Source: an optimization exercise on an open RTL-to-GDS flow (aim: small area, a short achievable clock period and few clock cycles). Production flows keep margins and buffers that such runs may drop. Power is estimated from default activity; no workload was simulated.

Setup of the reference run:
==> flow/design.v <==
`timescale 1ns / 1ps
module process (
        input                clk,
        input                rst,
        input  [23:0]        in_pix,
        output [7:0]         str_addr,
        input  [15:0]        str_data,
        output reg [5:0]     row, col,
        output reg           out_we,
        output [23:0]        out_pix,
        output reg           gray_done,
        output reg           compress_done,
        output reg           encode_done
    );
	localparam PH_GRAY = 2'd0, PH_CMP = 2'd1, PH_ENC = 2'd2, PH_DONE = 2'd3;
	localparam C_P1 = 2'd0, C_P3 = 2'd1, C_P2 = 2'd2;
	localparam E_RD = 2'd0, E_AL = 2'd1, E_WK = 2'd2;
	localparam T_NONE = 2'd0, T_P1 = 2'd1, T_P2 = 2'd2, T_ER = 2'd3;
	localparam A_HOLD = 3'd0, A_INC = 3'd1, A_TOG = 3'd2, A_DEC = 3'd3,
	           A_CLRK = 3'd4, A_WALK = 3'd5, A_NEXT = 3'd6;
	reg [1:0]  ph;
	reg [1:0]  gs;           
	reg [1:0]  cp;           
	reg [1:0]  ep;           
	reg [7:0]  g_q;          
	reg [1:0]  v_tag;        
	reg [1:0]  d_tag;        
	reg [3:0]  d_k;          
	reg [23:0] in_q;
	reg [11:0] S;            
	reg [11:0] D;            
	reg [4:0]  beta;
	reg [15:0] bm;           
	reg [15:0] qv;           
	reg [7:0]  x0;           
	reg [3:0]  x3;           
	reg        x4;           
	wire [7:0] qh = qv[15:8], ql = qv[7:0], avgB = x0, num = D[11:4];
	wire [3:0] rh = D[3:0], rl = x3;
	wire       first = x4;
	wire [15:0] val = qv;
	wire [7:0] q0 = x0, oth = D[7:0];
	wire [3:0] s = D[11:8], p = x3;
	wire       found = x4;
	wire [7:0] blk = {row[5:2], col[5:2]};
	wire [3:0] k   = {row[1:0], col[1:0]};
	assign out_pix  = {8'd0, g_q, 8'd0};
	assign str_addr = blk;
	wire [7:0] G = in_q[15:8];
	wire [7:0] cr = in_q[23:16], cg = in_q[15:8], cb = in_q[7:0];
	wire       rg  = cr >= cg, rb = cr >= cb, gb = cg >= cb;
	wire [7:0] mx  = (rg & rb) ? cr : gb ? cg : cb;
	wire [7:0] mn  = (~rg & ~rb) ? cr : gb ? cb : cg;
	wire [8:0] mm  = mx + mn;
	wire [7:0] avg  = S[11:4];
	wire [8:0] diff = {1'b0, G} - {1'b0, avg};
	wire       ge   = ~diff[8];
	wire [4:0] dl   = 5'd16 - beta;
	wire [4:0] th   = {rh, num[7]};
	wire [4:0] tl   = {rl, num[7]};
	wire [5:0] dh   = {1'b0, th} - {1'b0, beta};
	wire [5:0] dq   = {1'b0, tl} - {1'b0, dl};
	wire       gh   = ~dh[5];
	wire       gl   = ~dq[5];
	wire [4:0] th2  = dh[4:0];
	wire [4:0] tl2  = dq[4:0];
	wire [12:0] sad = {D, 1'b0} - {9'd0, S[3:0]};
	function [1:0] madd3;   
		input [1:0] a, b;
		case ({a, b})
		4'b0000, 4'b0110, 4'b1001: madd3 = 2'd0;
		4'b0001, 4'b0100, 4'b1010: madd3 = 2'd1;
		4'b0010, 4'b1000, 4'b0101: madd3 = 2'd2;
		default:                   madd3 = 2'bxx;
		endcase
	endfunction
	function [2:0] step3;
		input [1:0] r;
		input       b;
		case ({r, b})
		3'b000:  step3 = 3'b0_00;
		3'b001:  step3 = 3'b0_01;
		3'b010:  step3 = 3'b0_10;
		3'b011:  step3 = 3'b1_00;
		3'b100:  step3 = 3'b1_01;
		3'b101:  step3 = 3'b1_10;
		default: step3 = 3'bxxx;
		endcase
	endfunction
	reg [1:0]  pre [0:7];    
	reg [1:0]  rin;
	reg [2:0]  t1, t0;
	reg [15:0] v3;
	reg [1:0]  r3;
	integer i, l, bs;
	always @(*) begin
		for (i = 0; i < 8; i = i + 1)
			pre[i] = (val[15-2*i -: 2] == 2'd3) ? 2'd0 : val[15-2*i -: 2];
		for (l = 0; l < 3; l = l + 1)
			for (i = 0; i < 8; i = i + 1)
				if ((i >> l) & 1) begin
					bs = ((i >> (l + 1)) << (l + 1)) + (1 << l) - 1;
					pre[i] = madd3(pre[bs], pre[i]);
				end
		r3 = pre[7];
		for (i = 0; i < 8; i = i + 1) begin
			rin = (i == 0) ? 2'd0 : pre[i-1];
			t1 = step3(rin, val[15-2*i]);
			t0 = step3(t1[1:0], val[14-2*i]);
			v3[15-2*i] = t1[2];
			v3[14-2*i] = t0[2];
		end
	end
	wire [3:0] s_al = found ? s : (G != q0) ? 4'd15 : 4'd1;
	wire [3:0] sx   = (ep == E_AL) ? s_al : s;
	wire [3:0] pc   = (ep == E_AL) ? 4'd1 : p;
	wire [3:0] pp   = (pc == sx) ? pc + 4'd1 : pc;
	wire       eqp  = (ep == E_AL) ? bm[pp + 4'd1] : bm[pp];
	wire [7:0] lvl  = eqp ? q0 : oth;
	reg [5:0] n_row, n_col;
	reg       n_we;
	reg [1:0] n_tag;
	reg [1:0] nb_ph, nb_cp, nb_ep;
	reg [2:0] am;            
	reg [11:0] a_inc, n_a;
	reg       p3go;
	always @(posedge clk) begin
		in_q  <= in_pix;
		d_tag <= v_tag;
		d_k   <= k;
		case (d_tag)
		T_P1: S <= (d_k == 4'd0 ? 12'd0 : S) + G;
		T_P2: begin
			D    <= (d_k == 4'd0 ? 12'd0 : D) + (ge ? {4'd0, diff[7:0]} : 12'd0);
			beta <= (d_k == 4'd0 ? 5'd0 : beta) + ge;
			bm   <= {bm[14:0], ge};
		end
		T_ER: begin
			bm <= {(G == q0) | (d_k == 4'd0), bm[15:1]};
			if (d_k == 4'd0) begin
				x0 <= G;
				x4 <= 1'b0;
			end else if (!found && G != q0) begin
				x4 <= 1'b1;
				D <= {d_k, G};
			end
		end
		default: ;
		endcase
		if (ph == PH_CMP && cp == C_P1) begin
			if (k == 4'd1) begin
				D  <= {sad[11:4], 4'd0};
				x0 <= avg;
				x3 <= 4'd0;
			end else if (k >= 4'd2 && k <= 4'd12) begin
				D  <= {num[6:0], 1'b0, gh ? th2[3:0] : th[3:0]};
				x3 <= gl ? tl2[3:0] : tl[3:0];
				qv <= {qh[6:0], gh, ql[6:0], gl};
			end
		end
		gray_done     <= 1'b0;
		compress_done <= 1'b0;
		n_we  = 1'b0;
		n_tag = T_NONE;
		nb_ph = ph;
		nb_cp = cp;
		nb_ep = ep;
		am    = A_HOLD;
		p3go  = 1'b0;
		case (ph)
		PH_GRAY: begin
			gs  <= gs + 2'd1;
			am  = (gs == 2'd3) ? A_INC : A_TOG;
			n_we = ~gs[1] & gs[0] | gs[1] & ~gs[0];
			if (gs == 2'd3 && {blk, k} == 12'hfff) begin
				gray_done <= 1'b1;
				nb_ph = PH_CMP;
				nb_cp = C_P1;
				n_tag = T_P1;
				n_we  = 1'b0;
				x4 <= 1'b1;
			end
		end
		PH_CMP: begin
			case (cp)
			C_P1: if (k != 4'd15) begin
					n_tag = T_P1; am = A_INC;
				end else if (first) begin
					nb_cp = C_P2; n_tag = T_P2; x4 <= 1'b0; am = A_CLRK;
				end else begin
					nb_cp = C_P3; p3go = 1'b1; am = A_DEC;
				end
			C_P3: begin
					am = A_INC;
					if (k != 4'd15) begin
						p3go = 1'b1;
					end else if (blk != 8'd255) begin
						nb_cp = C_P2; n_tag = T_P2;
					end else begin
						compress_done <= 1'b1;
						nb_ph = PH_ENC;
						nb_ep = E_RD;
						n_tag = T_ER;
					end
				end
			C_P2: begin
					am = A_INC;
					if (k != 4'd15)
						n_tag = T_P2;
					else begin
						nb_cp = C_P1; n_tag = T_P1;
					end
				end
			default: ;
			endcase
			if (p3go) begin
				bm  <= {bm[14:0], 1'b0};
				n_we = 1'b1;
			end
		end
		PH_ENC: begin
			case (ep)
			E_RD: begin
				if (k == 4'd0)
					qv <= str_data;
				if (k != 4'd15) begin
					n_tag = T_ER; am = A_INC;
				end else
					nb_ep = E_AL;
			end
			default: begin
				if (ep == E_AL)
					D[11:8] <= s_al;
				nb_ep = E_WK;
				if (val != 16'd0) begin
					qv <= v3;
					x3 <= pp + 4'd1;
					am = A_WALK;
					if (r3 != 2'd0)
						n_we = 1'b1;
				end else if (blk != 8'd255) begin
					am = A_NEXT;
					nb_ep = E_RD;
					n_tag = T_ER;
				end else begin
					nb_ph = PH_DONE;
					encode_done <= 1'b1;
				end
			end
			endcase
		end
		default: ;
		endcase
		g_q <= ph[1] ? ((r3 == 2'd1) ? lvl + 8'd1 : lvl - 8'd1) :
		       ph[0] ? (bm[15] ? avgB + qh : avgB - ql) : mm[8:1];
		a_inc = {blk, k | {4{am == A_NEXT}}} + 12'd1;
		case (am)
		A_INC, A_NEXT: n_a = a_inc;
		A_TOG:         n_a = {blk, k[3:1], ~k[0]};
		A_DEC:         n_a = {blk - 8'd1, 4'd0};
		A_CLRK:        n_a = {blk, 4'd0};
		A_WALK:        n_a = {blk, pp};
		default:       n_a = {blk, k};
		endcase
		n_row = {n_a[11:8], n_a[3:2]};
		n_col = {n_a[7:4], n_a[1:0]};
		ph     <= nb_ph;
		cp     <= nb_cp;
		ep     <= nb_ep;
		v_tag  <= n_tag;
		out_we <= n_we;
		row    <= n_row;
		col    <= n_col;
		if (rst) begin
			ph <= PH_GRAY;
			gs <= 2'd0;
			v_tag <= T_NONE;
			d_tag <= T_NONE;
			out_we <= 1'b0;
			row <= 6'd0;
			col <= 6'd0;
			gray_done <= 1'b0;
			compress_done <= 1'b0;
			encode_done <= 1'b0;
		end
	end
endmodule
clock: 25.0 ns
lec_check: 0
abc_area: 1
cap_margin: 20
core_margin: 2
core_utilization: 40
slew_margin: 20
standard.sh (not shown) runs the stock make flow with config.mk's settings and CLKGATE_MAP_FILE= SYNTH_SCRIPT=/design/flow/synth_recipe.tcl, a recipe that flattens the netlist after the stock synthesis.
==> flow/flow/run.sh <==
#!/bin/bash
# The standard layout, with ORFS's repair_timing aiming for a setup slack
# of at least 19 ns at the design's 25 ns clock, so that the port buffers and
# slow drivers on the longest paths are sized for speed. make's full output
# goes to standard.log; ORFS keeps each step's log under orfs/logs.
set -euo pipefail
bash standard.sh SETUP_SLACK_MARGIN=19 finish > standard.log 2>&1
The following lists how the trial run was set up differently from the reference run:
--- a/flow/design.v
+++ b/flow/design.v
@@ -33,14 +33,16 @@
 	reg [15:0] bm;           
 	reg [15:0] qv;           
 	reg [7:0]  x0;           
+	reg [7:0]  x1;           
+	reg [3:0]  x2;           
 	reg [3:0]  x3;           
 	reg        x4;           
-	wire [7:0] qh = qv[15:8], ql = qv[7:0], avgB = x0, num = D[11:4];
-	wire [3:0] rh = D[3:0], rl = x3;
+	wire [7:0] qh = qv[15:8], ql = qv[7:0], avgB = x0, num = x1;
+	wire [3:0] rh = x2, rl = x3;
 	wire       first = x4;
 	wire [15:0] val = qv;
-	wire [7:0] q0 = x0, oth = D[7:0];
-	wire [3:0] s = D[11:8], p = x3;
+	wire [7:0] q0 = x0, oth = x1;
+	wire [3:0] s = x2, p = x3;
 	wire       found = x4;
 	wire [7:0] blk = {row[5:2], col[5:2]};
 	wire [3:0] k   = {row[1:0], col[1:0]};
@@ -142,18 +144,21 @@
 				x4 <= 1'b0;
 			end else if (!found && G != q0) begin
 				x4 <= 1'b1;
-				D <= {d_k, G};
+				x2 <= d_k;
+				x1 <= G;
 			end
 		end
 		default: ;
 		endcase
 		if (ph == PH_CMP && cp == C_P1) begin
 			if (k == 4'd1) begin
-				D  <= {sad[11:4], 4'd0};
+				x1 <= sad[11:4];
 				x0 <= avg;
+				x2 <= 4'd0;
 				x3 <= 4'd0;
 			end else if (k >= 4'd2 && k <= 4'd12) begin
-				D  <= {num[6:0], 1'b0, gh ? th2[3:0] : th[3:0]};
+				x1 <= {num[6:0], 1'b0};
+				x2 <= gh ? th2[3:0] : th[3:0];
 				x3 <= gl ? tl2[3:0] : tl[3:0];
 				qv <= {qh[6:0], gh, ql[6:0], gl};
 			end
@@ -230,7 +235,7 @@
 			end
 			default: begin
 				if (ep == E_AL)
-					D[11:8] <= s_al;
+					x2 <= s_al;
 				nb_ep = E_WK;
 				if (val != 16'd0) begin
 					qv <= v3;
==> notes.md <==
Relative to the reference run, the total leakage power measured on the trial run has increased slightly. The trial run ends up with a worst hold slack that is 0.0037 ns higher than in the reference run. Number of DRC markers in iteration 0 deteriorates in the trial run relative to the reference run. On worst clock skew on the final layout, the trial run and the reference run are basically level. Measured against the trial run, the clock power of the reference run comes out at 1.14 times the reference value. Taking the reference run as the reference, in the trial run synthesized area picked up an extra about 2.3%; area of all placed cells without fillers higher; global-route wire length before repair increased 0.86%; count of maximum capacitance violations shows no meaningful change.
No functional check of the RTL was part of any run of this note.

==> separate check: timing with driven ports <==
No port has a modelled driver above. Below, the same layouts with a new extraction and two added sets of constraints. Step 1 sets driving cells, clkbuf_16 on the clock port and buf_2 on the other inputs (assumed; they add their load-dependent delay and slew). Step 2 times the ports against the registers' clock, not the clock port: input delays grow and output delays shrink by t, the midpoint of the rising clock arrivals with the driver on. Three values: ideal ports, drivers, drivers and shift; two values: the first two.
run	t (ns)	setup WS [ns]	pins driven straight from the clock port
the reference run	0.494	19.028 / 18.975 / 18.648	1
the trial run	0.487	19.037 / 18.985 / 18.913	1
After both steps setup and hold are still met in every run listed. The setup slack of the reference run, which loses most, moves by -0.053 ns with the drivers and by -0.380 ns with both steps.
